Source: an optimization exercise on an open RTL-to-GDS flow (aim: small area). Production flows keep margins and buffers that such runs may drop. Only simulation tests tie the RTL to the original design; equivalence was not proved. Power is estimated from default activity; no workload was simulated.

$ cat design/flow/config.mk
export PLATFORM = sky130hd
export DESIGN_NAME = lidar_system_top
export DESIGN_NICKNAME = lidar_system_top
export VERILOG_FILES = /design/flow/design.v
export SDC_FILE = /design/flow/constraint.sdc
export NUM_CORES = 4
export LEC_CHECK = 0
export CAP_MARGIN = 20
export CORE_MARGIN = 2
export CORE_UTILIZATION = 40
export PLACE_DENSITY = 0.6
export SLEW_MARGIN = 20
$ cat design/flow/flow/run.sh
#!/bin/bash
# The standard ORFS flow (standard.sh) with these changes:
#  - synthesis: the standard script, but abc maps the logic for area
#    (flow/area.abc), adders included (no ADDER_MAP_FILE); flip-flops are
#    the standard synthesis's
#  - port buffers use sky130_fd_sc_hd__buf_1
#  - clock tree: clkbuf_4 buffers, small sink clusters, no dummy loads
# Tool logs: orfs/logs/..., make output in finish.log.
set -euo pipefail
F=$PWD/flow
export MY_ABC_SCRIPT=$F/area.abc
export BUFFER_PORTS_ARGS="-buffer_cell sky130_fd_sc_hd__buf_1"
export CTS_ARGS="-sink_clustering_enable -repair_clock_nets -dont_use_dummy_load -buf_list sky130_fd_sc_hd__clkbuf_4 -root_buf sky130_fd_sc_hd__clkbuf_8 -sink_clustering_size 10 -sink_clustering_max_diameter 40"
bash standard.sh finish SYNTH_SCRIPT=$F/my_synth.tcl ADDER_MAP_FILE= > finish.log 2>&1
$ cat design/flow/flow/area.abc
strash
ifraig
dc2
dch -f
amap -m -F 4 -A 16
$ cat design/flow/flow/my_synth.tcl
# synth_recipe.tcl (the standard synthesis: synth without fsm and share,
# then flattened and renamed) with one change: abc maps the logic with the
# area-oriented script in MY_ABC_SCRIPT instead of ORFS's speed script.
# Flip-flops are mapped before abc runs, so they are the standard ones.
proc synth {args} { yosys synth -nofsm -noshare {*}$args }
proc abc {args} {
  set i [lsearch -exact $args -script]
  if {$i >= 0 && [info exists ::env(MY_ABC_SCRIPT)]} {
    set args [lreplace $args [expr {$i + 1}] [expr {$i + 1}] $::env(MY_ABC_SCRIPT)]
  }
  yosys abc {*}$args
}
source $::env(SCRIPTS_DIR)/synth.tcl
# left out here: clear keep_hierarchy, flatten, clean up, hide names made inside functions, write 1_2_yosys.v
$ cat design/flow/standard.sh
#!/bin/bash
# synth_recipe.tcl (not shown) runs the flow's synth.tcl, then flattens the netlist and writes it again
# the make line also repeats each setting of config.mk as NAME=value (left out here)
make -C /OpenROAD-flow-scripts/flow DESIGN_CONFIG=/design/flow/config.mk WORK_HOME=/design/flow/orfs CLKGATE_MAP_FILE= SYNTH_SCRIPT=/design/flow/synth_recipe.tcl "${@:-finish}"
$ cat design/flow/constraint.sdc
create_clock -name core_clock -period 10.0 [get_ports {clk}]
set_input_delay 2.0000 -clock core_clock [delete_from_list [all_inputs] [get_ports {clk}]]
set_output_delay 2.0000 -clock core_clock [all_outputs]
set_load 0.01 [all_outputs]
$ cat design/flow/design.v
`timescale 1ns/1ps
module lidar_system_top (
    input  wire clk,
    input  wire rst,
    input  wire rx,
    output wire tx,
    output wire [15:0] dbg_max_idx,
    output wire [15:0] dbg_min_idx,
    output wire [15:0] dbg_max_dist,
    output wire [15:0] dbg_min_dist,
    output wire [15:0] dbg_obs_alert,
    output wire [15:0] dbg_max_angle,
    output wire [15:0] dbg_min_angle,
    output wire        dbg_angle_done
);
    localparam [15:0] K36 = 16'd36000;
    localparam [15:0] K29 = 16'd29536;           
    localparam [7:0] PEND = 8'd202;
    reg  [7:0] pre;
    wire       ptick = (pre == PEND);
    always @(posedge clk)
        pre <= (rst || ptick) ? 8'd1 : {pre[6:0], pre[7] ^ pre[5] ^ pre[4] ^ pre[3]};
    reg  [3:0] ph;
    always @(posedge clk) ph <= rst ? 4'd0 : ph + 4'd1;
    wire p0  = (ph == 4'd0);
    wire p15 = (ph == 4'd15);
    reg        rxs;
    reg        rbusy;
    reg  [3:0] rqb;
    reg  [1:0] rqq;
    wire rsamp = ptick && rbusy && (rqq == 2'b01);
    always @(posedge clk) rxs <= rx;
    always @(posedge clk) begin
        if (rst) rbusy <= 1'b0;
        else if (ptick) begin
            if (!rbusy) rbusy <= !rxs;
            else if (rsamp && (rqb == 4'd11)) rbusy <= 1'b0;
        end
    end
    always @(posedge clk) begin
        if (!rbusy) begin
            rqq <= 2'b00;
            rqb <= 4'd1;
        end else if (ptick) begin
            rqq <= {rqq[0], ~rqq[1]};
            if (rqq == 2'b10) rqb <= {rqb[2:0], rqb[3] ^ rqb[2]};
        end
    end
    localparam [3:0] J_IDLE = 4'd0, J_RXBIT = 4'd1, J_COPY = 4'd2, J_ADJ = 4'd3,
                     J_SPAN = 4'd4, J_ADD36 = 4'd5, J_SHIFT = 4'd6, J_CMP = 4'd7,
                     J_SAMP = 4'd8, J_PEND = 4'd9;
    localparam [3:0] P_H1 = 4'd0, P_H2 = 4'd1, P_CT = 4'd2, P_F0 = 4'd3, P_F1 = 4'd4,
                     P_L0 = 4'd5, P_L1 = 4'd6, P_S0 = 4'd7, P_S1 = 4'd8;
    reg  [3:0] js;
    reg  [3:0] st;
    reg  [7:0] ct;
    reg  [7:0] idx;
    reg [15:0] rsh, acc, delta;
    reg        c, ge, sub, neg, gt, lt;
    reg        done;
    reg [15:0] max_dist, min_dist, max_angle, min_angle, obs;
    reg  [7:0] max_idx, min_idx;
    wire op_rxbit = (js == J_RXBIT);
    wire op_copy  = (js == J_COPY);
    wire op_adj   = (js == J_ADJ);
    wire op_span  = (js == J_SPAN);
    wire op_add36 = (js == J_ADD36);
    wire op_shift = (js == J_SHIFT);
    wire op_cmp   = (js == J_CMP);
    wire op_samp  = (js == J_SAMP);
    wire [7:0] byte_in = {rsh[0], rsh[15:9]};
    wire [7:0] idx_inc = idx + 8'd1;
    wire       is_last = (idx_inc == ct);
    wire       first   = (idx == 8'd0);
    wire       last    = (st == P_H1);            
    wire       pow2 = (ct != 8'd0) && ((ct & (ct - 8'd1)) == 8'd0);
    wire [2:0] kk   = pow2 ? {|ct[7:4], ct[7] | ct[6] | ct[3] | ct[2], ct[7] | ct[5] | ct[3] | ct[1]}
                           : 3'd0;
    wire       doshift = (idx[2:0] != kk);
    wire k36b = K36[ph];
    wire k29b = K29[ph];
    wire cin  = p0 ? op_span : c;
    wire fa_a = (op_copy || op_span) ? rsh[0] : op_add36 ? delta[0] : acc[0];
    wire fa_b = op_adj ? k29b : op_span ? ~acc[0] : op_add36 ? k36b : op_samp ? delta[0] : 1'b0;
    wire sum  = fa_a ^ fa_b ^ cin;
    wire cout = (fa_a & fa_b) | (cin & (fa_a ^ fa_b));
    wire ge_new = (sum != k36b) ? sum : (p0 | ge);    
    wire gt_new = (rsh[0] != max_dist[0]) ? rsh[0]       : (!p0 & gt);
    wire lt_new = (rsh[0] != min_dist[0]) ? min_dist[0]  : (!p0 & lt);
    wire max_angle_in = gt ? acc[0] : max_angle[0];
    wire min_angle_in = lt ? acc[0] : min_angle[0];
    always @(posedge clk) begin
        c  <= cout;
        ge <= ge_new;
        rsh   <= {op_rxbit ? (p15 ? rxs : rsh[1]) : rsh[0], rsh[15:1]};
        acc   <= {(op_samp && last) ? max_angle_in : (op_copy || op_adj || op_samp) ? sum : acc[0],
                  acc[15:1]};
        delta <= {(op_samp && last) ? min_angle_in : (op_span || op_add36) ? sum :
                  (op_shift && doshift) ? (p15 ? neg : delta[1]) : delta[0], delta[15:1]};
        if (op_cmp) begin
            gt <= gt_new | (p15 & first);
            lt <= lt_new | (p15 & first);
        end
    end
    always @(posedge clk) begin
        if (rst) begin
            st    <= P_H1;
            js    <= J_IDLE;
            done  <= 1'b0;
        end else begin
            if (rsamp && (rqb != 4'd1) && js == J_IDLE) js <= J_PEND;
            done <= 1'b0;
            if (p15) begin
                case (js)
                    J_IDLE: ;
                    J_PEND: begin
                        js <= J_IDLE;
                        if (rbusy) js <= J_RXBIT;
                        else begin
                            case (st)
                                P_H1: if (byte_in == 8'h55) st <= P_H2;
                                P_H2: if (byte_in == 8'hAA) st <= P_CT;
                                      else if (byte_in != 8'h55) st <= P_H1;
                                P_CT: st <= P_F0;
                                P_F0: st <= P_F1;
                                P_F1: begin st <= P_L0; js <= J_COPY; end
                                P_L0: st <= P_L1;
                                P_L1: begin st <= P_S0; js <= J_SPAN; end
                                P_S0: st <= P_S1;
                                P_S1: begin st <= is_last ? P_H1 : P_S0; js <= J_CMP; end
                                default: st <= P_H1;
                            endcase
                        end
                    end
                    J_SPAN:  js <= cout ? J_SHIFT : J_ADD36;
                    J_ADD36: js <= J_SHIFT;
                    J_SHIFT: if (!doshift) js <= sub ? J_ADJ : J_IDLE;
                    J_CMP:   js <= J_SAMP;
                    J_SAMP:  begin
                        js   <= (!last && !sub && (cout || neg || ge_new)) ? J_ADJ : J_IDLE;
                        done <= last;
                    end
                    default: js <= J_IDLE;
                endcase
            end
        end
    end
    always @(posedge clk) begin
        if (p15 && js == J_PEND && !rbusy && st == P_CT) ct <= byte_in;
        if (p15 && op_copy) sub <= ge_new;
        if (p15 && op_adj)  sub <= 1'b1;
        if (p15 && op_span && cout) neg <= 1'b0;
        if (p15 && op_add36) neg <= ~cout;
        if (p15 && js == J_IDLE && st == P_L1) idx <= 8'd0;
        else if (op_shift && p15) idx <= doshift ? idx_inc : 8'd0;
        else if (op_samp && (p0 || (last && idx[7:4] == 4'd0))) idx <= idx_inc;
        if (op_samp && idx[7:4] == 4'd0) begin
            if (p0) obs <= {~|rsh[15:10], obs[15:1]};
            else if (last) obs <= {1'b0, obs[15:1]};
        end
        if (op_samp && p0) begin
            if (gt) max_idx <= idx;
            if (lt) min_idx <= idx;
        end
        if (op_cmp || op_samp) begin
            max_dist <= {(op_samp && gt) ? rsh[0] : max_dist[0], max_dist[15:1]};
            min_dist <= {(op_samp && lt) ? rsh[0] : min_dist[0], min_dist[15:1]};
        end
        if (op_samp) begin
            max_angle <= {max_angle_in, max_angle[15:1]};
            min_angle <= {min_angle_in, min_angle[15:1]};
        end
    end
    reg       tact;
    reg [1:0] tbyte;
    reg [3:0] tbit;
    reg [1:0] tq;
    wire      tend = ptick && (tbit == 4'd8) && (tq == 2'b10);
    always @(posedge clk) begin
        if (rst) tact <= 1'b0;
        else if (done) tact <= 1'b1;
        else if (tend && (tbyte == 2'd3)) tact <= 1'b0;
    end
    always @(posedge clk) begin
        if (!tact) begin
            tbit  <= 4'd14;
            tq    <= 2'b10;
            tbyte <= 2'd0;
        end else if (tend) begin
            tbit  <= 4'd15;
            tq    <= 2'b00;
            tbyte <= tbyte + 2'd1;
        end else if (ptick) begin
            tq <= {tq[0], ~tq[1]};
            if (tq == 2'b10) tbit <= tbit + 4'd1;
        end
    end
    reg        tnext, tcur;
    wire [3:0] tnidx = {tbyte[0], tbit[2:0] + 3'd1};
    always @(posedge clk) begin
        if (ph == tnidx) tnext <= tbyte[1] ? delta[0] : acc[0];
        if (ptick && tq == 2'b10) tcur <= tnext;
    end
    assign tx = ~tact | (tbit[3] ? ~&tbit[2:0] : tcur);
    assign dbg_max_idx    = {8'd0, max_idx};
    assign dbg_min_idx    = {8'd0, min_idx};
    assign dbg_max_dist   = max_dist;
    assign dbg_min_dist   = min_dist;
    assign dbg_obs_alert  = obs;
    assign dbg_max_angle  = max_angle;
    assign dbg_min_angle  = min_angle;
    assign dbg_angle_done = done;
endmodule
==> flow_summary.ini, run 1 <==
[grt]
initial_antenna_violation_count = 0
first_pass_grt_wire_length_um = 21300
overflow = 0
grt_pass1_vias = 4313
globalRouteTotalUtil = 0.142
grt_start_max_net_pins = 42

[sta]
setup_viol_count_final = 0
timing.final.crit_period_ns = 3.79
hold_ws_ns = 0.273
rsz_0062_raised_after_global_routing = false
finalWorstSetupSlack_ns = 6.21
transition_at_the_pin_with_the_smallest_max_transition_slack_ns = 0.960
slew-limit-headroom = 0.359
timing_hold_violations_final = 0
clock.fmax_mhz = 264
slew_violations = 0
final_min_period_over_clock_period = 0.379
fin_skew_ns = 0.0534
tns_ns = 0

[placed_design]
detailedPlacementHpwl_um = 9810
pre_cts_slack_ns = 6.53
detailed_place.area_mm2 = 0.00771
last_weighted_congestion_value_of_the_routability_driven_placer = 0.926
io_buffers = 100

[critical_path]
cp.arrival_ns = 1.79
r2r-start = ct[1]
setup.worst_path.end = tx
crit_fanout = 5
r2r_end = idx[6]
regToRegSetupSlack_ns = 6.40
worstSetupPathType = flip-flop to output pin
critical_path.endpoint_type = output pin
critical_path.max_stage_delay_ns = 0.39
worst-r2r-cell-count = 12
timing.critical_path.required_ns = 8.00
first_element_of_the_critical_path = tbit[0]
crit_path_cell_trace = clkinv_1 -> nor2_1 -> nand2_1 -> a221o_1 -> buf_1
critPathSlowestCell = dfxtp_1
critical_path.startpoint_type = flip-flop

[layout]
area_delta_synth_final_pct = 12.1
most-common-layout-cells = edfxtp_1, buf_1, dfxtp_1, nor2_1, clkinv_1
final_nets = 701
footprint_of_the_multi_input_gates_mm2 = 0.00156
fillCellCount = 1564
final_layout_size_suffix_gt1_frac = 0.0474
fin_area_mm2 = 0.00793
final_core_utilization = 0.458
layout_commonest_cell = edfxtp_1
antenna-diode-count = 0
seqCellArea_mm2 = 0.00522

[route]
remaining_drc_errors = 0
first_pass_iters = 5
drtAntennaViolNets = 0
num_vias = 4689
post_drt_via_cell_ratio = 5.09
initialDrtViolationCount = 262
wl_um = 13700
routed_wire_length_per_instance_um = 14.9

[clocking]
h_tree_levels = 1
clockRootBuffer = clkbuf_8
worstSkewPairLatency_ns = 0.51
post-cts-setup-buffer-count = 0
cts_made_buffers = 27
hold_buffers = 0
total_number_of_clock_tree_sinks = 206
cts.path.max_buffers = 3
clk_pin_slew_ns = 0.10
cts_resized = 0
clock_tree_from_tritoncts = done

[logic_synthesis]
synthesis.yosys.warnings = 1
syn_area_mm2 = 0.00707
yosys.area_share.simple = 0.101
syn_avg_cell_area_um2 = 12.5
yosysSeqAreaShare = 0.738
synth-compound-area-share = 0.111
syn_inst = 565
synth_edf_count = 109
ys_types = 36
synth_fa_ha_area_frac = 0
muxShareOfSynthArea = 0
post_synth_xor_area_fraction = 0
combinational_family_with_the_most_area_after_synthesis = compound AO/OA/AOI/OAI gates
ys.flop_type = edfxtp_1
async_flop_share = 0
synth-seq-cells = 206

[floorplanning]
rows = 48
chipWidth_um = 137
core_mm2 = 0.0173
die_area_mm2 = 0.0188
die_height_um = 137
floorplan.initialDensity = 0.409
ioPinCount = 117

[power]
power_density_mw_per_mm2 = 166
p_leak_nw = 2.59
max-vdd-ir-drop_uv = 78.9

[min_path]
worst_hold_startpoint = delta[15]
holdCritPathClass = flip-flop to flip-flop

[job]
drv_cap = 0

[run_status]
status = finished clean
[registers in the layout, indices dropped and copies added, names as in the netlist, 16 cells and up]
signal,count
max_dist,16
min_dist,16
obs,16
rsh,16
acc,16
delta,16
min_angle,16
max_angle,16
[how the worst min path moves through the flow]
stage / to / slack [ns] / cells after the start
3_5_place_dp: acc[2] / 0.31 / 0
5_1_grt: delta[14] / 0.27 / 0
2_1_floorplan: acc[0] / 0.31 / 0
6_report: delta[14] / 0.27 / 0
4_1_cts: delta[14] / 0.28 / 0
3_3_place_gp: delta[9] / 0.31 / 0
[critical path, delay by kind of cell (launching register included)]
kind            cells  cell delay (ns)
simple gates        2             0.27
flops               1             0.39
buf+inv             2             0.28
compound gates      1             0.36
[where the power goes]
group          switching [mW]  internal (mW)
registers             0.00889          0.891
logic                  0.0272         0.0136
clock network           0.240          0.139
total                   0.276           1.04
[layout make-up]
cell class	instances	area share
multi-input cells	295	0.197
clock buffers	27	0.0279
inverters	63	0.0298
well taps	225	0.0355
flip-flops and latches	206	0.658
repair buffers	105	0.0521
[synth_stat cells, types with 4 or more instances]
cell	n	area [µm²]
o22ai_1	18	113
nand4_1	6	37.5
nor4_1	11	68.8
nand3_1	6	30.0
a21oi_1	22	110
edfxtp_1	109	3270
nand2_1	40	150
o221ai_1	6	52.6
buf_4	16	120
nor2_1	68	255
o221a_1	4	45.0
or2_0	5	31.3
clkinv_1	63	236
a221oi_1	8	70.1
a22oi_1	6	45.0
a31oi_1	5	31.3
nor3_1	15	75.1
o21ai_0	29	145
dfxtp_1	97	1940
[routing by layer]
metal / GRT usage / share of wire
met4: 0.0481 / 0.020
met1: 0.200 / 0.47
met5: 0 / 0
met2: 0.214 / 0.43
met3: 0.0333 / 0.076
[cells by family (layout without fill, tap and decap cells)]
group,Yosys count,in the layout
buf+inv,79,195
flops,206,206
other cells,1,16
compound gates,118,118
simple gates,161,161
[metrics by stage]
stage,cells,power [mW]
6_report,921,1.32
4_1_cts,921,1.34
2_1_floorplan,580,0.951
3_3_place_gp,894,0.958
3_5_place_dp,894,0.959
5_1_grt,921,1.38
==> run 2, diff against run 1 <==
--- a/design/flow/design.v
+++ b/design/flow/design.v
@@ -17,7 +17,5 @@
     localparam [15:0] K29 = 16'd29536;           
-    localparam [7:0] PEND = 8'd202;
     reg  [7:0] pre;
-    wire       ptick = (pre == PEND);
-    always @(posedge clk)
-        pre <= (rst || ptick) ? 8'd1 : {pre[6:0], pre[7] ^ pre[5] ^ pre[4] ^ pre[3]};
+    wire       ptick = (pre == 8'd216);
+    always @(posedge clk) pre <= (rst || ptick) ? 8'd0 : pre + 8'd1;
     reg  [3:0] ph;
@@ -30,2 +28,3 @@
     reg  [1:0] rqq;
+    reg        rpend;
     wire rsamp = ptick && rbusy && (rqq == 2'b01);
@@ -36,3 +35,3 @@
             if (!rbusy) rbusy <= !rxs;
-            else if (rsamp && (rqb == 4'd11)) rbusy <= 1'b0;
+            else if (rsamp && (rqb == 4'd9)) rbusy <= 1'b0;
         end
@@ -42,6 +41,6 @@
             rqq <= 2'b00;
-            rqb <= 4'd1;
+            rqb <= 4'd0;
         end else if (ptick) begin
             rqq <= {rqq[0], ~rqq[1]};
-            if (rqq == 2'b10) rqb <= {rqb[2:0], rqb[3] ^ rqb[2]};
+            if (rqq == 2'b10) rqb <= rqb + 4'd1;
         end
@@ -50,3 +49,3 @@
                      J_SPAN = 4'd4, J_ADD36 = 4'd5, J_SHIFT = 4'd6, J_CMP = 4'd7,
-                     J_SAMP = 4'd8, J_PEND = 4'd9;
+                     J_SAMP = 4'd8;
     localparam [3:0] P_H1 = 4'd0, P_H2 = 4'd1, P_CT = 4'd2, P_F0 = 4'd3, P_F1 = 4'd4,
@@ -108,5 +107,6 @@
             js    <= J_IDLE;
+            rpend <= 1'b0;
             done  <= 1'b0;
         end else begin
-            if (rsamp && (rqb != 4'd1) && js == J_IDLE) js <= J_PEND;
+            if (rsamp && (rqb != 4'd0)) rpend <= 1'b1;
             done <= 1'b0;
@@ -114,5 +114,4 @@
                 case (js)
-                    J_IDLE: ;
-                    J_PEND: begin
-                        js <= J_IDLE;
+                    J_IDLE: if (rpend) begin
+                        rpend <= 1'b0;
                         if (rbusy) js <= J_RXBIT;
@@ -148,3 +147,3 @@
     always @(posedge clk) begin
-        if (p15 && js == J_PEND && !rbusy && st == P_CT) ct <= byte_in;
+        if (p15 && js == J_IDLE && rpend && !rbusy && st == P_CT) ct <= byte_in;
         if (p15 && op_copy) sub <= ge_new;
--- a/design/flow/flow/run.sh
+++ b/design/flow/flow/run.sh
@@ -3,4 +3,3 @@
 #  - synthesis: the standard script, but abc maps the logic for area
-#    (flow/area.abc), adders included (no ADDER_MAP_FILE); flip-flops are
-#    the standard synthesis's
+#    (flow/area.abc); flip-flops are the standard synthesis's
 #  - port buffers use sky130_fd_sc_hd__buf_1
@@ -13,2 +12,2 @@
 export CTS_ARGS="-sink_clustering_enable -repair_clock_nets -dont_use_dummy_load -buf_list sky130_fd_sc_hd__clkbuf_4 -root_buf sky130_fd_sc_hd__clkbuf_8 -sink_clustering_size 10 -sink_clustering_max_diameter 40"
-bash standard.sh finish SYNTH_SCRIPT=$F/my_synth.tcl ADDER_MAP_FILE= > finish.log 2>&1
+bash standard.sh finish SYNTH_SCRIPT=$F/my_synth.tcl > finish.log 2>&1
==> design/flow/flow/area.abc (replaced) <==
strash
ifraig
dc2
dch -f
amap -m -F 2 -A 8
==> run 2 against run 1 <==
Critical path type is now flip-flop to flip-flop. First-iteration DRC count increased by 8.8%. Clock skew increased by 0.0035 ns. Largest power group unchanged. Critical path depth rose by 11. Global-route usage fell by 0.39 points. Largest cell class unchanged.
==> flow_summary.ini, run 2 <==
[logic_synthesis]
synth_edf_count = 109
yosysSeqAreaShare = 0.712
post_synth_xor_area_fraction = 0.00119
yosys-top-cells-area = edfxtp_1, dfxtp_1, clkinv_1
ys.flop_type = edfxtp_1
yosysMostFrequentCell = edfxtp_1
synth_top_cell_by_area = edfxtp_1
synth_fa_ha_area_frac = 0.0265
muxShareOfSynthArea = 0
synthesis.yosys.warnings = 1
syn_avg_cell_area_um2 = 12.3
async_flop_share = 0
syn_area_mm2 = 0.00735
ys_types = 40
syn_inst = 599
yosys.area_share.simple = 0.0965
combinational_family_with_the_most_area_after_synthesis = compound AO/OA/AOI/OAI gates
synth_top_area_share = 0.445
synth-compound-area-share = 0.110
yosys-top-cells-count = edfxtp_1, dfxtp_1, clkinv_1, nor2_1, o21ai_0
synth-seq-cells = 207

[sta]
clock.fmax_mhz = 264
timing.final.crit_period_ns = 3.79
finalWorstSetupSlack_ns = 6.21
final_min_period_over_clock_period = 0.379
fin_skew_ns = 0.0569
rsz_0062_raised_after_global_routing = false
setup_viol_count_final = 0
slew-limit-headroom = 0.332
timing_hold_violations_final = 0
slew_violations = 0
tns_ns = 0
hold_ws_ns = 0.310
transition_at_the_pin_with_the_smallest_max_transition_slack_ns = 0.994

[grt]
grt_start_max_net_pins = 39
globalRouteTotalUtil = 0.138
grt_pass1_vias = 4752
first_pass_grt_wire_length_um = 22600
overflow = 0
initial_antenna_violation_count = 0

[clocking]
worstSkewPairLatency_ns = 0.53
clock_tree_from_tritoncts = done
h_tree_levels = 1
cts_made_buffers = 29
cts_resized = 0
cts.path.max_buffers = 3
clockRootBuffer = clkbuf_8
post-cts-setup-buffer-count = 0
total_number_of_clock_tree_sinks = 207
hold_buffers = 0
clk_pin_slew_ns = 0.09

[power]
power_density_mw_per_mm2 = 162
max-vdd-ir-drop_uv = 87.2
total_power_mw = 1.33
p_leak_nw = 2.70

[placed_design]
detailedPlacementHpwl_um = 9840
io_buffers = 100
pre_cts_slack_ns = 6.25
last_weighted_congestion_value_of_the_routability_driven_placer = 0.909

[route]
remaining_drc_errors = 0
num_vias = 4868
drtAntennaViolNets = 0
initialDrtViolationCount = 285
post_drt_via_cell_ratio = 5.08
wl_um = 13800
first_pass_iters = 4
routed_wire_length_per_instance_um = 14.4

[layout]
final_core_utilization = 0.456
fillCellCount = 1693
final_nets = 750
area_delta_synth_final_pct = 11.8
final_layout_size_suffix_gt1_frac = 0.0466
footprint_of_the_multi_input_gates_mm2 = 0.00179
seqCellArea_mm2 = 0.00524
layout_commonest_cell = edfxtp_1
most-common-layout-cells = edfxtp_1, buf_1, dfxtp_1, clkinv_1, nor2_1
antenna-diode-count = 0

[critical_path]
r2r-start = js[0]
critical_path.startpoint_type = flip-flop
timing.critical_path.required_ns = 10.34
r2r_end = js[0]
worst-r2r-cell-count = 16
crit_fanout = 38
critical_path.endpoint_type = flip-flop
worstSetupPathType = flip-flop to flip-flop
cp.arrival_ns = 4.13
regToRegSetupSlack_ns = 6.21

[min_path]
worst_hold_path.endpoint = rsh[3]
holdCritPathClass = flip-flop to flip-flop
worst_hold_startpoint = rsh[4]
holdPathStages = 0

[job]
drv_cap = 0

[floorplanning]
chipWidth_um = 140
ioPinCount = 117
rows = 49
floorplan.initialDensity = 0.408
die_height_um = 140
die_area_mm2 = 0.0195
core_mm2 = 0.0180

[run_status]
status = finished clean
-- run 2: cell count changes after synthesis, sizes merged, moves of 4 or more --
cell,previous run,this run
a21oi,22,28
o221a,4,0
nor4,11,5
ha,0,14
nor2,68,73
nor3,15,27
clkinv,63,73
a211oi,2,9
nand2,40,27
-- run 2: area by class of cell --
| type | instances | area share |
|---|---|---|
| sequential | 207 | 0.637 |
| multi-input combinational | 318 | 0.218 |
| timing repair buffer | 103 | 0.0484 |
| tap | 229 | 0.0349 |
| inverter | 73 | 0.0333 |
| clock buffer | 29 | 0.0288 |
-- run 2: per-layer routing --
layer | share of wire | wire, µm | global-route usage
met1 | 0.45 | 6270 | 0.179
met2 | 0.46 | 6320 | 0.226
met3 | 0.062 | 859 | 0.0296
met4 | 0.025 | 341 | 0.0537
met5 | 0 | 0 | 0
-- run 2: cells by family after synthesis --
family	count (synthesis)
simple gates	160
other cells	1
flops	207
compound gates	126
fa+ha+maj	15
buf+inv	89
xor+xnor	1
-- run 2: worst max-delay path: stages (launching register included) --
cell and delay, ns:
dfxtp_1 0.37, clkinv_1 0.15, nand2_1 0.12, nor3_2 0.16, buf_4 0.42, clkinv_1 0.26
o21ai_0 0.19, o21ai_0 0.11, a31oi_1 0.16, a31oi_1 0.08, fa_1 0.60, a21oi_1 0.08
o21bai_1 0.20, o31ai_1 0.23, o221ai_1 0.16, a31oi_1 0.24, a221oi_1 0.09
-- run 2: where the power goes --
part           switching [mW]  leakage, nW  internal [mW]
Combinational          0.0230        0.790         0.0118
Sequential            0.00879         1.77          0.894
Clock                   0.248        0.141          0.147
Total                   0.280         2.70           1.05
-- run 2: how the worst max path moves through the flow --
stage                     cells after the start  start    end  slack [ns]
after global routing                         16  js[0]  js[0]        5.76
after detailed placement                     16  js[0]  js[0]        6.25
final                                        16  js[0]  js[0]        6.21
after floorplan                              15  js[0]  js[0]        4.28
after global placement                       16  js[0]  js[0]        6.39
after CTS                                    16  js[0]  js[0]        6.24
-- run 2: per-stage QoR --
step | cells | cell area (µm²)
2_1_floorplan | 614 | 7410
3_3_place_gp | 930 | 7980
3_5_place_dp | 930 | 7980
4_1_cts | 959 | 8210
5_1_grt | 959 | 8220
6_report | 959 | 8220
==> run 3, diff against run 2 <==
--- a/design/flow/design.v
+++ b/design/flow/design.v
@@ -17,5 +17,7 @@
     localparam [15:0] K29 = 16'd29536;           
+    localparam [7:0] PEND = 8'd202;
     reg  [7:0] pre;
-    wire       ptick = (pre == 8'd216);
-    always @(posedge clk) pre <= (rst || ptick) ? 8'd0 : pre + 8'd1;
+    wire       ptick = (pre == PEND);
+    always @(posedge clk)
+        pre <= (rst || ptick) ? 8'd1 : {pre[6:0], pre[7] ^ pre[5] ^ pre[4] ^ pre[3]};
     reg  [3:0] ph;
@@ -28,3 +30,2 @@
     reg  [1:0] rqq;
-    reg        rpend;
     wire rsamp = ptick && rbusy && (rqq == 2'b01);
@@ -35,3 +36,3 @@
             if (!rbusy) rbusy <= !rxs;
-            else if (rsamp && (rqb == 4'd9)) rbusy <= 1'b0;
+            else if (rsamp && (rqb == 4'd11)) rbusy <= 1'b0;
         end
@@ -41,6 +42,6 @@
             rqq <= 2'b00;
-            rqb <= 4'd0;
+            rqb <= 4'd1;
         end else if (ptick) begin
             rqq <= {rqq[0], ~rqq[1]};
-            if (rqq == 2'b10) rqb <= rqb + 4'd1;
+            if (rqq == 2'b10) rqb <= {rqb[2:0], rqb[3] ^ rqb[2]};
         end
@@ -49,3 +50,3 @@
                      J_SPAN = 4'd4, J_ADD36 = 4'd5, J_SHIFT = 4'd6, J_CMP = 4'd7,
-                     J_SAMP = 4'd8;
+                     J_SAMP = 4'd8, J_PEND = 4'd9, J_CTLD = 4'd10;
     localparam [3:0] P_H1 = 4'd0, P_H2 = 4'd1, P_CT = 4'd2, P_F0 = 4'd3, P_F1 = 4'd4,
@@ -54,3 +55,3 @@
     reg  [3:0] st;
-    reg  [7:0] ct;
+    reg  [7:0] ct;                               
     reg  [7:0] idx;
@@ -69,11 +70,14 @@
     wire op_samp  = (js == J_SAMP);
+    wire op_ctld  = (js == J_CTLD);
     wire [7:0] byte_in = {rsh[0], rsh[15:9]};
     wire [7:0] idx_inc = idx + 8'd1;
-    wire       is_last = (idx_inc == ct);
+    wire [7:0] ct15    = {ct[0], ct[7:1]};
+    wire       is_last = (idx_inc == ct15);
     wire       first   = (idx == 8'd0);
     wire       last    = (st == P_H1);            
-    wire       pow2 = (ct != 8'd0) && ((ct & (ct - 8'd1)) == 8'd0);
-    wire [2:0] kk   = pow2 ? {|ct[7:4], ct[7] | ct[6] | ct[3] | ct[2], ct[7] | ct[5] | ct[3] | ct[1]}
+    wire       pow2 = (ct15 != 8'd0) && ((ct15 & (ct15 - 8'd1)) == 8'd0);
+    wire [2:0] kk   = pow2 ? {|ct15[7:4], ct15[7] | ct15[6] | ct15[3] | ct15[2],
+                              ct15[7] | ct15[5] | ct15[3] | ct15[1]}
                            : 3'd0;
-    wire       doshift = (idx[2:0] != kk);
+    wire       kdone = (idx_inc[2:0] == kk);     
     wire k36b = K36[ph];
@@ -97,3 +101,4 @@
         delta <= {(op_samp && last) ? min_angle_in : (op_span || op_add36) ? sum :
-                  (op_shift && doshift) ? (p15 ? neg : delta[1]) : delta[0], delta[15:1]};
+                  op_shift ? (p15 ? neg : delta[1]) : delta[0], delta[15:1]};
+        ct    <= {(op_ctld && ph[3]) ? rsh[0] : ct[0], ct[7:1]};
         if (op_cmp) begin
@@ -107,6 +112,5 @@
             js    <= J_IDLE;
-            rpend <= 1'b0;
             done  <= 1'b0;
         end else begin
-            if (rsamp && (rqb != 4'd0)) rpend <= 1'b1;
+            if (rsamp && (rqb != 4'd1) && js == J_IDLE) js <= J_PEND;
             done <= 1'b0;
@@ -114,4 +118,5 @@
                 case (js)
-                    J_IDLE: if (rpend) begin
-                        rpend <= 1'b0;
+                    J_IDLE: ;
+                    J_PEND: begin
+                        js <= J_IDLE;
                         if (rbusy) js <= J_RXBIT;
@@ -122,3 +127,3 @@
                                       else if (byte_in != 8'h55) st <= P_H1;
-                                P_CT: st <= P_F0;
+                                P_CT: begin st <= P_F0; js <= J_CTLD; end
                                 P_F0: st <= P_F1;
@@ -133,5 +138,5 @@
                     end
-                    J_SPAN:  js <= cout ? J_SHIFT : J_ADD36;
-                    J_ADD36: js <= J_SHIFT;
-                    J_SHIFT: if (!doshift) js <= sub ? J_ADJ : J_IDLE;
+                    J_SPAN:  js <= !cout ? J_ADD36 : (kk != 3'd0) ? J_SHIFT : sub ? J_ADJ : J_IDLE;
+                    J_ADD36: js <= (kk != 3'd0) ? J_SHIFT : sub ? J_ADJ : J_IDLE;
+                    J_SHIFT: if (kdone) js <= sub ? J_ADJ : J_IDLE;
                     J_CMP:   js <= J_SAMP;
@@ -147,3 +152,2 @@
     always @(posedge clk) begin
-        if (p15 && js == J_IDLE && rpend && !rbusy && st == P_CT) ct <= byte_in;
         if (p15 && op_copy) sub <= ge_new;
@@ -153,3 +157,3 @@
         if (p15 && js == J_IDLE && st == P_L1) idx <= 8'd0;
-        else if (op_shift && p15) idx <= doshift ? idx_inc : 8'd0;
+        else if (op_shift && p15) idx <= kdone ? 8'd0 : idx_inc;
         else if (op_samp && (p0 || (last && idx[7:4] == 4'd0))) idx <= idx_inc;
--- a/design/flow/flow/run.sh
+++ b/design/flow/flow/run.sh
@@ -3,3 +3,4 @@
 #  - synthesis: the standard script, but abc maps the logic for area
-#    (flow/area.abc); flip-flops are the standard synthesis's
+#    (flow/area.abc), adders included (no ADDER_MAP_FILE); flip-flops are
+#    the standard synthesis's
 #  - port buffers use sky130_fd_sc_hd__buf_1
@@ -12,2 +13,2 @@
 export CTS_ARGS="-sink_clustering_enable -repair_clock_nets -dont_use_dummy_load -buf_list sky130_fd_sc_hd__clkbuf_4 -root_buf sky130_fd_sc_hd__clkbuf_8 -sink_clustering_size 10 -sink_clustering_max_diameter 40"
-bash standard.sh finish SYNTH_SCRIPT=$F/my_synth.tcl > finish.log 2>&1
+bash standard.sh finish SYNTH_SCRIPT=$F/my_synth.tcl ADDER_MAP_FILE= > finish.log 2>&1
==> design/flow/flow/area.abc (replaced) <==
strash
ifraig
dc2
dch -f
amap -m -F 4 -A 16
==> run 3 against run 2 <==
Count of clock-buffer cells in the layout shrank 2. Die area shrank 4.2%. First-iteration DRC count grew 13%.
==> flow_summary.ini, run 3 <==
[layout]
fillCellCount = 1588
most-common-layout-cells = dfxtp_1, edfxtp_1, buf_1, nor2_1, clkinv_1
area_delta_synth_final_pct = 12.2
antenna-diode-count = 0
seqCellArea_mm2 = 0.00513
final_nets = 713
footprint_of_the_multi_input_gates_mm2 = 0.00160
final_layout_size_suffix_gt1_frac = 0.0466
layout_commonest_cell = dfxtp_1

[clocking]
total_number_of_clock_tree_sinks = 206
post-cts-setup-buffer-count = 0
h_tree_levels = 1
clk_pin_slew_ns = 0.10
cts_made_buffers = 27
cts_resized = 0
worstSkewPairLatency_ns = 0.53
cts.path.max_buffers = 3
clock_tree_from_tritoncts = done
clockRootBuffer = clkbuf_8
hold_buffers = 0

[power]
total_power_mw = 1.32
switching_fraction = 0.212
power.internal_mw = 1.04
pwr-share-comb = 0.035
max-vdd-ir-drop_uv = 79.9
clock_power_share = 0.289
power_density_mw_per_mm2 = 167
p_leak_nw = 2.64
share_seq_of_total_power = 0.677
net-switching-power_mw = 0.280

[sta]
finalWorstSetupSlack_ns = 6.10
clock.fmax_mhz = 256
setup_viol_count_final = 0
transition_at_the_pin_with_the_smallest_max_transition_slack_ns = 0.937
fin_skew_ns = 0.0703
timing.final.crit_period_ns = 3.90
rsz_0062_raised_after_global_routing = false
final_min_period_over_clock_period = 0.390
slew_violations = 0
tns_ns = 0
timing_hold_violations_final = 0
slew-limit-headroom = 0.359

[run_status]
status = finished clean

[logic_synthesis]
async_flop_share = 0
ys.flop_type = dfxtp_1
synth_top_cell_by_area = edfxtp_1
yosysSeqAreaShare = 0.730
syn_area_mm2 = 0.00704
syn_inst = 577
synth_edf_count = 101
synthesis.yosys.warnings = 1
synth-seq-cells = 206
yosysMostFrequentCell = dfxtp_1
yosys-top-cells-count = dfxtp_1, edfxtp_1, nor2_1
synth_top_area_share = 0.431
syn_avg_cell_area_um2 = 12.2
yosys-top-cells-area = edfxtp_1, dfxtp_1, nor2_1
ys_types = 34

[critical_path]
worstSetupPathType = flip-flop to flip-flop
critical_path.endpoint_type = flip-flop
critical_path.max_stage_delay_ns = 0.79
cp.arrival_ns = 4.27
worst_path_dominant_cell_family = compound AO/OA/AOI/OAI gates
crit_path_cell_trace = nor2_1 -> nand2_1 -> nor2_1 -> nand2_1 -> clkinv_1 -> o22ai_1 -> a2111oi_0 -> o21ai_0 -> a31oi_1 -> a21oi_1 -> a2111oi_0 -> clkinv_1 -> o21ai_0 -> clkinv_1 -> a22oi_1 -> nor2_1
critPathSlowestCell = a2111oi_0
crit_fanout = 5
timing.critical_path.required_ns = 10.37
path_buf_inv = 3
critical_path.startpoint_type = flip-flop

[grt]
grt_start_max_net_pins = 44
first_pass_grt_wire_length_um = 22500
globalRouteTotalUtil = 0.150
overflow = 0
initial_antenna_violation_count = 0
grt_pass1_vias = 4513

[floorplanning]
ioPinCount = 117
die_height_um = 137
die_area_mm2 = 0.0187
floorplan.initialDensity = 0.408
core_mm2 = 0.0172
rows = 48
chipWidth_um = 137

[route]
routed_wire_length_per_instance_um = 15.1
post_drt_via_cell_ratio = 5.12
initialDrtViolationCount = 323
remaining_drc_errors = 0
first_pass_iters = 4
drtAntennaViolNets = 0
num_vias = 4777
wl_um = 14100

[placed_design]
pre_cts_slack_ns = 6.14
detailedPlacementHpwl_um = 10200
last_weighted_congestion_value_of_the_routability_driven_placer = 0.908
io_buffers = 100

[min_path]
holdCritPathClass = flip-flop to flip-flop

[job]
drv_cap = 0
==> run 3: changes by cell type in the layout (fill, tap and decap cells not counted), moves of 6 or more <==
cell      before  now
nor4_1         4   10
ha_1          14    0
o22ai_1       15   23
clkinv_1      73   65
nand3_1        8    1
dfxtp_1       98  105
edfxtp_1     109  101
nand2_1       27   35
==> run 3: logic make-up (layout without fill, tap and decap cells) <==
logic type | count (synthesis) | in the layout | synth area share
and+or+nand+nor | 163 | 163 | 0.104
AOI/OAI and AO/OA | 126 | 126 | 0.114
DFF | 206 | 206 | 0.730
other | 1 | 16 | 0.000533
buffers and inverters | 81 | 197 | 0.0518
==> run 3: worst paths after layout <==
kind / start / end / slack [ns] / cells past startpoint
worst max-delay path: ct[1] / idx[2] / 6.10 / 16
worst min-delay path: delta[3] / delta[2] / 0.30 / 0
worst max register to register: ct[1] / idx[2] / 6.10 / 16
worst min register to register: delta[3] / delta[2] / 0.30 / 0
==> run 3: cell type report <==
class | count | share of cell area
Sequential cell | 206 | 0.651
Multi-Input combinational cell | 305 | 0.202
Timing Repair Buffer | 105 | 0.0523
Tap cell | 225 | 0.0357
Inverter | 65 | 0.0309
Clock buffer | 27 | 0.0281
==> run 3: through the flow <==
step,hold WS [ns],instances,utilization,cell area [µm²]
2_1_floorplan,0.310,592,-,7090
3_5_place_dp,0.312,906,0.445,7670
3_3_place_gp,0.310,906,0.445,7670
4_1_cts,0.291,933,0.458,7890
6_report,0.296,933,0.458,7890
5_1_grt,0.286,933,0.458,7890
==> run 3: power by group through the flow <==
stage,sequential (mW),combinational (mW),clock [mW]
floorplan,0.910,0.0384,0
global placement,0.912,0.0445,0
detailed placement,0.912,0.0447,0
CTS,0.893,0.0449,0.400
global route,0.895,0.0513,0.431
finish,0.893,0.0457,0.381
==> run 3: metal layers <==
layer | vias up | routed length [µm] | global-route usage
met5 | - | 0 | 0
met3 | 32 | 810 | 0.0278
met1 | 2251 | 6310 | 0.201
li1 | 2339 | - | -
met4 | 0 | 380 | 0.0556
met2 | 155 | 6550 | 0.244
==> run 4, diff against run 3 <==
--- a/design/flow/design.v
+++ b/design/flow/design.v
@@ -74,3 +74,3 @@
     wire [7:0] ct15    = {ct[0], ct[7:1]};
-    wire       is_last = (idx_inc == ct15);
+    wire       is_last = (idx_inc == ct15) && (ct15 != 8'd0);
     wire       first   = (idx == 8'd0);
==> run 4 against run 3 <==
Power up 0.29%. Clock skew down 0.041 ns. Core utilization about the same. Cell count down 0.43%. Sequential power about the same. Count of clock-buffer cells in the layout up 1. Critical path type is now flip-flop to output pin. Largest cell class unchanged. Highest routed layer unchanged.
==> flow_summary.ini, run 4 <==
[route]
initialDrtViolationCount = 323
drtAntennaViolNets = 0
routed_wire_length_per_instance_um = 15.0
first_pass_iters = 5
wl_um = 14000
num_vias = 4760
remaining_drc_errors = 0
post_drt_via_cell_ratio = 5.12

[run_status]
status = finished clean

[power]
max-vdd-ir-drop_uv = 76.4
share_seq_of_total_power = 0.677
power.internal_mw = 1.04
switching_fraction = 0.212
power_density_mw_per_mm2 = 168
clock_power_share = 0.292
p_leak_nw = 2.60
total_power_mw = 1.32
net-switching-power_mw = 0.280
pwr-share-comb = 0.031

[floorplanning]
floorplan.initialDensity = 0.408
chipWidth_um = 137
die_height_um = 137
ioPinCount = 117
rows = 48
core_mm2 = 0.0172
die_area_mm2 = 0.0187

[placed_design]
io_buffers = 100
placed_instance_count = 901
detailedPlacementHpwl_um = 9920
pre_cts_slack_ns = 6.50
last_weighted_congestion_value_of_the_routability_driven_placer = 0.879

[grt]
grt_pass1_vias = 4658
globalRouteTotalUtil = 0.149
overflow = 0
initial_antenna_violation_count = 0
first_pass_grt_wire_length_um = 22300
grt_start_max_net_pins = 40

[critical_path]
r2r-start = ct[2]
setup.worst_path.end = tx
critical_path.max_stage_delay_ns = 0.40
critPathSlowestCell = dfxtp_1
critical_path.endpoint_type = output pin
cp.arrival_ns = 1.84
critical_path.startpoint_type = flip-flop
worstSetupPathType = flip-flop to output pin
crit_path_cell_trace = clkinv_1 -> nor2_1 -> nand2_1 -> a221o_1 -> buf_1
regToRegSetupSlack_ns = 6.44
worst-r2r-cell-count = 12
crit_fanout = 4
r2r_end = idx[5]
first_element_of_the_critical_path = tbit[0]
timing.critical_path.required_ns = 8.00

[layout]
antenna-diode-count = 0
final_cell_count_no_fill = 929
final_core_utilization = 0.458
final_layout_size_suffix_gt1_frac = 0.0483
final_nets = 709
layout_commonest_cell = dfxtp_1
area_delta_synth_final_pct = 12.2
most-common-layout-cells = dfxtp_1, edfxtp_1, buf_1, nor2_1, clkinv_1

[sta]
slew-limit-headroom = 0.308
transition_at_the_pin_with_the_smallest_max_transition_slack_ns = 1.01
final_min_period_over_clock_period = 0.384
setup_viol_count_final = 0
tns_ns = 0
timing_hold_violations_final = 0
fin_skew_ns = 0.0296
timing.final.crit_period_ns = 3.84
rsz_0062_raised_after_global_routing = false
clock.fmax_mhz = 260
slew_violations = 0
finalWorstSetupSlack_ns = 6.16

[job]
drv_cap = 0

[clocking]
h_tree_levels = 1
post-cts-setup-buffer-count = 0
total_number_of_clock_tree_sinks = 206
cts.path.max_buffers = 3
clk_pin_slew_ns = 0.10
clock_tree_from_tritoncts = done
cts_resized = 0
hold_buffers = 0
clockRootBuffer = clkbuf_8
cts_made_buffers = 28
worstSkewPairLatency_ns = 0.51

[min_path]
holdCritPathClass = flip-flop to flip-flop

[logic_synthesis]
syn_inst = 573
synth_edf_count = 101
ys.flop_type = dfxtp_1
synth_top_cell_by_area = edfxtp_1
synthesis.yosys.warnings = 1
synth-seq-cells = 206
async_flop_share = 0
yosys-top-cells-count = dfxtp_1, edfxtp_1, nor2_1
ys_types = 36
syn_area_mm2 = 0.00704
syn_avg_cell_area_um2 = 12.3
yosys-top-cells-area = edfxtp_1, dfxtp_1, nor2_1
yosysMostFrequentCell = dfxtp_1
synth_top_area_share = 0.431
yosysSeqAreaShare = 0.730
[run 4: final cells by class]
type                            count  area (µm²)
Timing Repair Buffer              104         405
Inverter                           60         225
Sequential cell                   206        5130
Clock buffer                       28         229
Tap cell                          225         282
Multi-Input combinational cell    306        1620
Fill cell                        1624        9340
[run 4: how the worst min path moves through the flow]
stage,endpoint,from,cells past startpoint
2_1_floorplan,acc[0],acc[1],0
6_report,rsh[4],rsh[5],0
5_1_grt,rsh[4],rsh[5],0
4_1_cts,rsh[4],rsh[5],0
3_3_place_gp,delta[4],delta[5],0
3_5_place_dp,acc[4],acc[5],0
[run 4: critical path: cells and delay by family, from the launching register on]
kind                   cells  cell delay, ns
AOI/OAI and AO/OA          1            0.36
and+or+nand+nor            2            0.30
buffers and inverters      2            0.27
DFF                        1            0.40
[run 4: power by group through the flow]
stage	combinational [mW]	sequential, mW	clock (mW)
final	0.0411	0.895	0.387
after global placement	0.0394	0.914	0
after detailed placement	0.0406	0.914	0
after CTS	0.0407	0.895	0.406
after global routing	0.0470	0.897	0.443
after floorplan	0.0352	0.911	0
[run 4: cells by family (layout without fill, tap and decap cells)]
kind of cell,count (synthesis),in the layout,share of synthesized area
simple gates,171,171,0.109
buf+inv,76,192,0.0491
flops,206,206,0.730
other cells,1,16,0.000533
compound gates,119,119,0.112
[run 4: metrics by stage]
step	hold WS, ns	cell area [µm²]
detailed placement	0.313	7670
global placement	0.313	7670
global route	0.320	7900
floorplan	0.310	7090
finish	0.314	7900
CTS	0.320	7900
[run 4: layer usage]
layer,global-route usage,up-vias,part of all wire
li1,-,2317,-
met5,0,-,0
met3,0.0341,16,0.077
met2,0.247,188,0.47
met1,0.196,2239,0.44
met4,0.0428,0,0.014
==> run 5, diff against run 4 <==
--- a/design/flow/design.v
+++ b/design/flow/design.v
@@ -50,3 +50,3 @@
                      J_SPAN = 4'd4, J_ADD36 = 4'd5, J_SHIFT = 4'd6, J_CMP = 4'd7,
-                     J_SAMP = 4'd8, J_PEND = 4'd9, J_CTLD = 4'd10;
+                     J_SAMP = 4'd8, J_PEND = 4'd9, J_CTLD = 4'd10, J_CMPD = 4'd11;
     localparam [3:0] P_H1 = 4'd0, P_H2 = 4'd1, P_CT = 4'd2, P_F0 = 4'd3, P_F1 = 4'd4,
@@ -68,3 +68,4 @@
     wire op_shift = (js == J_SHIFT);
-    wire op_cmp   = (js == J_CMP);
+    wire op_dec   = (js == J_CMPD);              
+    wire op_cmp   = (js == J_CMP) || op_dec;
     wire op_samp  = (js == J_SAMP);
@@ -74,3 +75,3 @@
     wire [7:0] ct15    = {ct[0], ct[7:1]};
-    wire       is_last = (idx_inc == ct15) && (ct15 != 8'd0);
+    wire       is_last = (ct15 == 8'd1);
     wire       first   = (idx == 8'd0);
@@ -85,4 +86,4 @@
     wire cin  = p0 ? op_span : c;
-    wire fa_a = (op_copy || op_span) ? rsh[0] : op_add36 ? delta[0] : acc[0];
-    wire fa_b = op_adj ? k29b : op_span ? ~acc[0] : op_add36 ? k36b : op_samp ? delta[0] : 1'b0;
+    wire fa_a = (op_copy || op_span) ? rsh[0] : op_add36 ? delta[0] : op_dec ? ct[0] : acc[0];
+    wire fa_b = op_adj ? k29b : op_span ? ~acc[0] : op_add36 ? k36b : op_samp ? delta[0] : op_dec;
     wire sum  = fa_a ^ fa_b ^ cin;
@@ -102,3 +103,3 @@
                   op_shift ? (p15 ? neg : delta[1]) : delta[0], delta[15:1]};
-        ct    <= {(op_ctld && ph[3]) ? rsh[0] : ct[0], ct[7:1]};
+        ct    <= {(op_ctld && ph[3]) ? rsh[0] : (op_dec && !ph[3]) ? sum : ct[0], ct[7:1]};
         if (op_cmp) begin
@@ -133,3 +134,6 @@
                                 P_S0: st <= P_S1;
-                                P_S1: begin st <= is_last ? P_H1 : P_S0; js <= J_CMP; end
+                                P_S1: begin
+                                    st <= is_last ? P_H1 : P_S0;
+                                    js <= (ct15 != 8'd0) ? J_CMPD : J_CMP;
+                                end
                                 default: st <= P_H1;
@@ -141,3 +145,3 @@
                     J_SHIFT: if (kdone) js <= sub ? J_ADJ : J_IDLE;
-                    J_CMP:   js <= J_SAMP;
+                    J_CMP, J_CMPD: js <= J_SAMP;
                     J_SAMP:  begin
--- a/design/flow/config.mk
+++ b/design/flow/config.mk
@@ -7,3 +7,3 @@
 export LEC_CHECK = 0
-export CAP_MARGIN = 20
+export CAP_MARGIN = 0
 export CORE_MARGIN = 2
@@ -11,2 +11,2 @@
 export PLACE_DENSITY = 0.6
-export SLEW_MARGIN = 20
+export SLEW_MARGIN = 0
==> run 5 against run 4 <==
Critical path type unchanged. Setup slack got worse by 0.00083 ns. Still clean. Register-to-register slack is essentially flat. Die area fell by 0.93%. Routed wire length is 1.1% lower. First-iteration DRC count fell by 19%.
==> flow_summary.ini, run 5 <==
[power]
power.internal_mw = 1.05
power_density_mw_per_mm2 = 170
max-vdd-ir-drop_uv = 81.7
p_leak_nw = 2.57
share_seq_of_total_power = 0.670
switching_fraction = 0.211
net-switching-power_mw = 0.281
pwr-share-comb = 0.024
clock_power_share = 0.306

[route]
routed_wire_length_per_instance_um = 14.9
first_pass_iters = 5
remaining_drc_errors = 0
initialDrtViolationCount = 262
drtAntennaViolNets = 0
wl_um = 13800
post_drt_via_cell_ratio = 5.15
num_vias = 4759

[floorplanning]
die_area_mm2 = 0.0185
ioPinCount = 117
die_height_um = 136
rows = 48
chipWidth_um = 136
core_mm2 = 0.0172
floorplan.initialDensity = 0.406

[sta]
clock.fmax_mhz = 260
hold_ws_ns = 0.293
timing_hold_violations_final = 0
slew-limit-headroom = 0.380
setup_viol_count_final = 0
finalWorstSetupSlack_ns = 6.15
slew_violations = 0
timing.final.crit_period_ns = 3.85
tns_ns = 0
rsz_0062_raised_after_global_routing = false
transition_at_the_pin_with_the_smallest_max_transition_slack_ns = 0.919
final_min_period_over_clock_period = 0.385
fin_skew_ns = 0.0535

[critical_path]
critical_path.endpoint_type = output pin
crit_fanout = 5
worstSetupPathType = flip-flop to output pin
critical_path.max_stage_delay_ns = 0.41
critPathSlowestCell = dfxtp_1
crit_path_cell_trace = clkinv_1 -> nor2_1 -> nand2_1 -> a221o_1 -> buf_1
critical_path.startpoint_type = flip-flop
cp.arrival_ns = 1.85
timing.critical_path.required_ns = 8.00

[layout]
final_layout_size_suffix_gt1_frac = 0.0529
most-common-layout-cells = dfxtp_1, edfxtp_1, buf_1, nor2_1, clkinv_1
fin_area_mm2 = 0.00786
footprint_of_the_multi_input_gates_mm2 = 0.00154
antenna-diode-count = 0
fillCellCount = 1621
final_core_utilization = 0.457
layout_commonest_cell = dfxtp_1
area_delta_synth_final_pct = 12.7
seqCellArea_mm2 = 0.00513
final_nets = 704

[grt]
initial_antenna_violation_count = 0
globalRouteTotalUtil = 0.145
grt_pass1_vias = 4376
grt_start_max_net_pins = 37
overflow = 0
first_pass_grt_wire_length_um = 21700

[logic_synthesis]
ys_types = 38
yosys-top-cells-area = edfxtp_1, dfxtp_1, nor2_1
yosysMostFrequentCell = dfxtp_1
syn_avg_cell_area_um2 = 12.4
yosysSeqAreaShare = 0.737
synth-seq-cells = 206
ys.flop_type = dfxtp_1
synthesis.yosys.warnings = 1
synth_top_area_share = 0.435
async_flop_share = 0
syn_inst = 564
syn_area_mm2 = 0.00697
synth_edf_count = 101
yosys-top-cells-count = dfxtp_1, edfxtp_1, nor2_1
synth_top_cell_by_area = edfxtp_1

[placed_design]
detailed_place.area_mm2 = 0.00760
pre_cts_slack_ns = 6.53
io_buffers = 100
last_weighted_congestion_value_of_the_routability_driven_placer = 0.987
detailedPlacementHpwl_um = 9590

[clocking]
h_tree_levels = 1
clock_tree_from_tritoncts = done
cts_resized = 0
worstSkewPairLatency_ns = 0.53
post-cts-setup-buffer-count = 0
clk_pin_slew_ns = 0.10
cts_made_buffers = 31
cts.path.max_buffers = 3
clockRootBuffer = clkbuf_8
total_number_of_clock_tree_sinks = 206
hold_buffers = 0

[job]
drv_cap = 0

[min_path]
holdCritPathClass = flip-flop to flip-flop

[run_status]
status = finished clean
[run 5: changes by cell type in the layout (fill, tap and decap cells not counted), sizes merged, moves of 2 or more]
| cell | delta |
|---|---|
| nor2 | -10 |
| or3 | -5 |
| nor4 | +3 |
| clkinv | +3 |
| o22a | -2 |
| or2 | -3 |
| nor3 | +3 |
| clkbuf | +3 |
| nand3 | +5 |
| or4 | -2 |
| nor2b | +3 |
| nor3b | +2 |
| a22oi | -6 |
[run 5: worst paths after layout]
check / start / to / slack [ns] / cells past startpoint
min: rsh[2] / rsh[1] / 0.29 / 0
min reg2reg: rsh[2] / rsh[1] / 0.29 / 0
max reg2reg: js[3] / js[0] / 6.44 / 15
max: tbit[0] / tx / 6.15 / 5
[run 5: cells by family after synthesis]
| family | after synthesis | synth area share |
|---|---|---|
| flops | 206 | 0.737 |
| other cells | 1 | 0.000538 |
| compound gates | 109 | 0.101 |
| mux | 1 | 0.00162 |
| simple gates | 168 | 0.109 |
| buf+inv | 79 | 0.0512 |
[run 5: layer usage]
metal | vias to the layer above | track usage | wire length [µm]
met3 | 44 | 0.0343 | 1030
met1 | 2215 | 0.191 | 6060
met2 | 213 | 0.234 | 6340
met5 | - | 0 | 0
met4 | 0 | 0.0561 | 382
li1 | 2287 | - | -
[run 5: stage by stage]
stage,power [mW],instances
after floorplan,0.937,579
after global placement,0.941,893
after detailed placement,0.943,893
after CTS,1.35,924
after global routing,1.39,924
final,1.33,924
[run 5: power groups by stage]
stage               sequential [mW]  clock (mW)  combinational [mW]
floorplan                     0.910           0              0.0276
global placement              0.912           0              0.0293
detailed placement            0.913           0              0.0307
CTS                           0.894       0.430              0.0309
global route                  0.895       0.463              0.0355
finish                        0.894       0.408              0.0316
[run 5: cell type report]
cell class              count  area share
flip-flops and latches    206       0.654
multi-input cells         294       0.196
repair buffers            105      0.0526
inverters                  63      0.0301
clock buffers              31      0.0320
well taps                 225      0.0358
[run 5: critical path, delay by kind of cell, from the launching register on]
family,cells,cell delay [ns]
AO/OA/AOI/OAI,1,0.35
buffers and inverters,2,0.31
flip-flops,1,0.41
AND/OR/NAND/NOR,2,0.26
==> run 6, diff against run 5 <==
--- a/design/flow/config.mk
+++ b/design/flow/config.mk
@@ -7,3 +7,3 @@
 export LEC_CHECK = 0
-export CAP_MARGIN = 0
+export CAP_MARGIN = 20
 export CORE_MARGIN = 2
@@ -11,2 +11,2 @@
 export PLACE_DENSITY = 0.6
-export SLEW_MARGIN = 0
+export SLEW_MARGIN = 20
==> run 6 against run 5 <==
Sequential share of layout area stayed put. Count of clock-buffer cells in the layout stayed put. Core utilization stayed put. Largest power group unchanged.
==> flow_summary.ini, run 6 <==
[route]
top_signal_layer_used = met4
post_drt_via_cell_ratio = 5.15
routed-wl-met3_um = 1030
remaining_drc_errors = 0
first_pass_iters = 5
num_vias = 4759
initialDrtViolationCount = 262
routed_wire_length_per_instance_um = 14.9
wl_um = 13800
drtAntennaViolNets = 0
met1_length_um = 6060
route.met2.wl_um = 6340

[critical_path]
critical_path.max_stage_delay_ns = 0.41
critical_path.startpoint_type = flip-flop
crit_fanout = 5
worstSetupPathType = flip-flop to output pin
critical_path.endpoint_type = output pin
critPathSlowestCell = dfxtp_1
cp.arrival_ns = 1.85
timing.critical_path.required_ns = 8.00
crit_path_cell_trace = clkinv_1 -> nor2_1 -> nand2_1 -> a221o_1 -> buf_1

[logic_synthesis]
synth_edf_count = 101
yosysMostFrequentCell = dfxtp_1
synth_fa_ha_area_frac = 0
async_flop_share = 0
combinational_family_with_the_most_area_after_synthesis = simple AND/OR/NAND/NOR gates
syn_avg_cell_area_um2 = 12.4
synth_top_area_share = 0.435
synthesis.yosys.warnings = 1
post_synth_xor_area_fraction = 0
ys_types = 38
yosys-top-cells-area = edfxtp_1, dfxtp_1, nor2_1
muxShareOfSynthArea = 0.00162
yosysSeqAreaShare = 0.737
yosys.area_share.simple = 0.109
synth-compound-area-share = 0.101
synth-seq-cells = 206
yosys-top-cells-count = dfxtp_1, edfxtp_1, nor2_1
syn_inst = 564
synth_top_cell_by_area = edfxtp_1
syn_area_mm2 = 0.00697
ys.flop_type = dfxtp_1

[layout]
fillCellCount = 1621
layout_commonest_cell = dfxtp_1
footprint_of_the_multi_input_gates_mm2 = 0.00154
fin_area_mm2 = 0.00786
area_delta_synth_final_pct = 12.7
antenna-diode-count = 0
final_layout_size_suffix_gt1_frac = 0.0529
final_nets = 704
most-common-layout-cells = dfxtp_1, edfxtp_1, buf_1, nor2_1, clkinv_1
seqCellArea_mm2 = 0.00513

[power]
p_leak_nw = 2.57
max-vdd-ir-drop_uv = 81.7
power_density_mw_per_mm2 = 170

[floorplanning]
rows = 48
die_height_um = 136
ioPinCount = 117
chipWidth_um = 136
die_area_mm2 = 0.0185
floorplan.initialDensity = 0.406
core_mm2 = 0.0172

[clocking]
total_number_of_clock_tree_sinks = 206
post-cts-setup-buffer-count = 0
h_tree_levels = 1
worstSkewPairLatency_ns = 0.53
cts_made_buffers = 31
clockRootBuffer = clkbuf_8
clock_tree_from_tritoncts = done
hold_buffers = 0
clk_pin_slew_ns = 0.10
cts_resized = 0
cts.path.max_buffers = 3

[grt]
globalRouteTotalUtil = 0.145
grt_start_max_net_pins = 37
first_pass_grt_wire_length_um = 21700
grt_pass1_vias = 4376
initial_antenna_violation_count = 0
overflow = 0

[sta]
tns_ns = 0
final_min_period_over_clock_period = 0.385
timing.final.crit_period_ns = 3.85
fin_skew_ns = 0.0535
transition_at_the_pin_with_the_smallest_max_transition_slack_ns = 0.919
timing_hold_violations_final = 0
slew-limit-headroom = 0.380
clock.fmax_mhz = 260
slew_violations = 0
rsz_0062_raised_after_global_routing = false
setup_viol_count_final = 0

[placed_design]
detailed_place.area_mm2 = 0.00760
detailedPlacementHpwl_um = 9590
last_weighted_congestion_value_of_the_routability_driven_placer = 0.987
io_buffers = 100

[min_path]
holdCritPathClass = flip-flop to flip-flop

[job]
drv_cap = 0

[run_status]
status = finished clean
==> run 6: cell counts in the layout (fill, tap and decap cells not counted) <==
Identical to the previous run, type by type.
==> run 6: cell families after synthesis <==
kind of cell    count (synthesis)
compound gates                109
buf+inv                        79
flops                         206
mux                             1
other cells                     1
simple gates                  168
==> run 6: final timing paths <==
path	start	end	slack (ns)	cells after the start
setup / recovery	tbit[0]	tx	6.15	5
hold / removal	rsh[2]	rsh[1]	0.29	0
setup reg to reg	js[3]	js[0]	6.44	15
hold reg to reg	rsh[2]	rsh[1]	0.29	0
==> run 6: where the power goes <==
group	switching, mW	leakage [nW]	internal, mW
logic	0.0217	0.676	0.00994
clock network	0.252	0.150	0.156
registers	0.00802	1.74	0.886
==> run 6: through the flow <==
step,utilization,hold WS [ns],setup WS (ns),cells,total power [mW]
after global routing,0.457,0.293,6.00,924,1.39
final,0.457,0.293,6.15,924,1.33
after floorplan,-,0.310,4.59,579,0.937
after CTS,0.457,0.297,6.12,924,1.35
after detailed placement,0.443,0.312,6.53,893,0.943
after global placement,0.443,0.312,6.78,893,0.941
==> run 6: worst max-delay path, delay by kind of cell, from the launching register on <==
| family | cells | cell delay (ns) |
|---|---|---|
| buffers and inverters | 2 | 0.31 |
| flip-flops | 1 | 0.41 |
| AND/OR/NAND/NOR | 2 | 0.26 |
| AO/OA/AOI/OAI | 1 | 0.35 |
==> run 6: area by class of cell <==
class | count | share of cell area
tap | 225 | 0.0358
clock buffer | 31 | 0.0320
sequential | 206 | 0.654
inverter | 63 | 0.0301
timing repair buffer | 105 | 0.0526
multi-input combinational | 294 | 0.196
==> run 6: routing by layer <==
layer | vias up | global-route usage
li1 | 2287 | -
met3 | 44 | 0.0343
met1 | 2215 | 0.191
met4 | 0 | 0.0561
met2 | 213 | 0.234
met5 | - | 0
==> run 7, diff against run 6 <==
--- a/design/flow/flow/run.sh
+++ b/design/flow/flow/run.sh
@@ -12,3 +12,3 @@
 export BUFFER_PORTS_ARGS="-buffer_cell sky130_fd_sc_hd__buf_1"
-export CTS_ARGS="-sink_clustering_enable -repair_clock_nets -dont_use_dummy_load -buf_list sky130_fd_sc_hd__clkbuf_4 -root_buf sky130_fd_sc_hd__clkbuf_8 -sink_clustering_size 10 -sink_clustering_max_diameter 40"
+export CTS_ARGS="-sink_clustering_enable -repair_clock_nets -dont_use_dummy_load -buf_list sky130_fd_sc_hd__clkbuf_4 -root_buf sky130_fd_sc_hd__clkbuf_16 -sink_clustering_size 10 -sink_clustering_max_diameter 60"
 bash standard.sh finish SYNTH_SCRIPT=$F/my_synth.tcl ADDER_MAP_FILE= > finish.log 2>&1
==> run 7 against run 6 <==
Still clean. Global-route usage about the same. Combinational power about the same. Hold slack improved by 0.033 ns. Synthesized cell count unchanged. Critical endpoint unchanged.
==> flow_summary.ini, run 7 <==
[placed_design]
placed_instance_count = 893
last_weighted_congestion_value_of_the_routability_driven_placer = 0.987
io_buffers = 100
detailedPlacementHpwl_um = 9590
detailed_place.area_mm2 = 0.00760

[layout]
final_cell_count_no_fill = 917
fin_area_mm2 = 0.00784
area_delta_synth_final_pct = 12.5
final_layout_size_suffix_gt1_frac = 0.0434
footprint_of_the_multi_input_gates_mm2 = 0.00154
final_nets = 697
seqCellArea_mm2 = 0.00513
final_core_utilization = 0.456
layout_commonest_cell = dfxtp_1
fillCellCount = 1609
antenna-diode-count = 0
most-common-layout-cells = dfxtp_1, edfxtp_1, buf_1, nor2_1, clkinv_1

[logic_synthesis]
syn_avg_cell_area_um2 = 12.4
yosysSeqAreaShare = 0.737
ys_types = 38
synth_top_cell_by_area = edfxtp_1
yosys-top-cells-area = edfxtp_1, dfxtp_1, nor2_1
async_flop_share = 0
yosysMostFrequentCell = dfxtp_1
synth-seq-cells = 206
yosys-top-cells-count = dfxtp_1, edfxtp_1, nor2_1
syn_area_mm2 = 0.00697
ys.flop_type = dfxtp_1
syn_inst = 564
synth_edf_count = 101
synthesis.yosys.warnings = 1
synth_top_area_share = 0.435

[power]
max-vdd-ir-drop_uv = 72.4
clock_power_share = 0.299
power.internal_mw = 1.05
switching_fraction = 0.206
net-switching-power_mw = 0.272
share_seq_of_total_power = 0.677
p_leak_nw = 2.55
power_density_mw_per_mm2 = 168
pwr-share-comb = 0.024

[clocking]
post-cts-setup-buffer-count = 0
cts_resized = 0
clk_pin_slew_ns = 0.10
cts.path.max_buffers = 3
h_tree_levels = 1
total_number_of_clock_tree_sinks = 206
worstSkewPairLatency_ns = 0.47
clock_tree_from_tritoncts = done
hold_buffers = 0
clockRootBuffer = clkbuf_16
cts_made_buffers = 24

[route]
initialDrtViolationCount = 259
routed_wire_length_per_instance_um = 15.0
wl_um = 13800
drtAntennaViolNets = 0
first_pass_iters = 5
remaining_drc_errors = 0
post_drt_via_cell_ratio = 5.17
num_vias = 4742

[grt]
grt_pass1_vias = 4323
overflow = 0
grt_start_max_net_pins = 37
initial_antenna_violation_count = 0
globalRouteTotalUtil = 0.145
first_pass_grt_wire_length_um = 21500

[critical_path]
timing.critical_path.required_ns = 8.00
cp.arrival_ns = 1.79
critical_path.endpoint_type = output pin
critical_path.startpoint_type = flip-flop
worst-r2r-cell-count = 14
worstSetupPathType = flip-flop to output pin
r2r_end = js[0]
crit_fanout = 5
regToRegSetupSlack_ns = 6.44
r2r-start = js[0]

[min_path]
holdPathStages = 0
worst_hold_startpoint = delta[3]
worst_hold_path.endpoint = delta[2]
holdCritPathClass = flip-flop to flip-flop

[sta]
fin_skew_ns = 0.0266
slew-limit-headroom = 0.392
setup_viol_count_final = 0
hold_ws_ns = 0.326
rsz_0062_raised_after_global_routing = false
timing.final.crit_period_ns = 3.79
transition_at_the_pin_with_the_smallest_max_transition_slack_ns = 0.900
slew_violations = 0
final_min_period_over_clock_period = 0.379
timing_hold_violations_final = 0
tns_ns = 0
clock.fmax_mhz = 264

[floorplanning]
floorplan.initialDensity = 0.406
ioPinCount = 117
chipWidth_um = 136
die_area_mm2 = 0.0185
core_mm2 = 0.0172
rows = 48
die_height_um = 136

[run_status]
status = finished clean

[job]
drv_cap = 0
[run 7: changes by cell type in the layout (fill, tap and decap cells not counted)]
cell | before | now
clkbuf_8 | 3 | 0
clkbuf_4 | 28 | 21
clkbuf_16 | 0 | 3
[run 7: worst max-delay path by stage]
stage,startpoint,end,cells past startpoint
6_report,tbit[0],tx,5
5_1_grt,js[3],js[0],15
4_1_cts,tbit[0],tx,5
3_5_place_dp,js[0],js[0],14
3_3_place_gp,js[0],js[1],13
2_1_floorplan,js[0],js[0],14
[run 7: power groups by stage]
stage          sequential (mW)  combinational (mW)  clock [mW]
3_5_place_dp             0.913              0.0307           0
4_1_cts                  0.893              0.0309       0.420
5_1_grt                  0.895              0.0356       0.447
3_3_place_gp             0.912              0.0293           0
6_report                 0.893              0.0316       0.394
2_1_floorplan            0.910              0.0276           0
[run 7: logic make-up (layout without fill, tap and decap cells)]
group,count (synthesis),count (layout),synth area share
other,1,16,0.000538
multiplexers,1,1,0.00162
AO/OA/AOI/OAI,109,109,0.101
flip-flops,206,206,0.737
AND/OR/NAND/NOR,168,168,0.109
buffers and inverters,79,192,0.0512
[run 7: metal layers]
metal | global-route usage | vias up | share of wire
met3 | 0.0343 | 46 | 0.077
li1 | - | 2269 | -
met4 | 0.0590 | 0 | 0.031
met2 | 0.234 | 201 | 0.45
met5 | 0 | - | 0
met1 | 0.190 | 2226 | 0.44
[run 7: worst max-delay path, cell delays in order, from the launching register on]
cell and delay [ns]:
dfxtp_1 0.41, clkinv_1 0.18, nor2_1 0.16, nand2_1 0.10
a221o_1 0.35, buf_1 0.13
[run 7: cell type report]
class,instances,share of cell area
flip-flops and latches,206,0.655
multi-input cells,294,0.196
repair buffers,105,0.0527
well taps,225,0.0359
inverters,63,0.0302
clock buffers,24,0.0297
[run 7: stage by stage]
step / power (mW) / setup slack [ns]
after floorplan: 0.937 / 4.59
after global placement: 0.941 / 6.78
after detailed placement: 0.943 / 6.53
after CTS: 1.34 / 6.17
after global routing: 1.38 / 6.04
final: 1.32 / 6.21
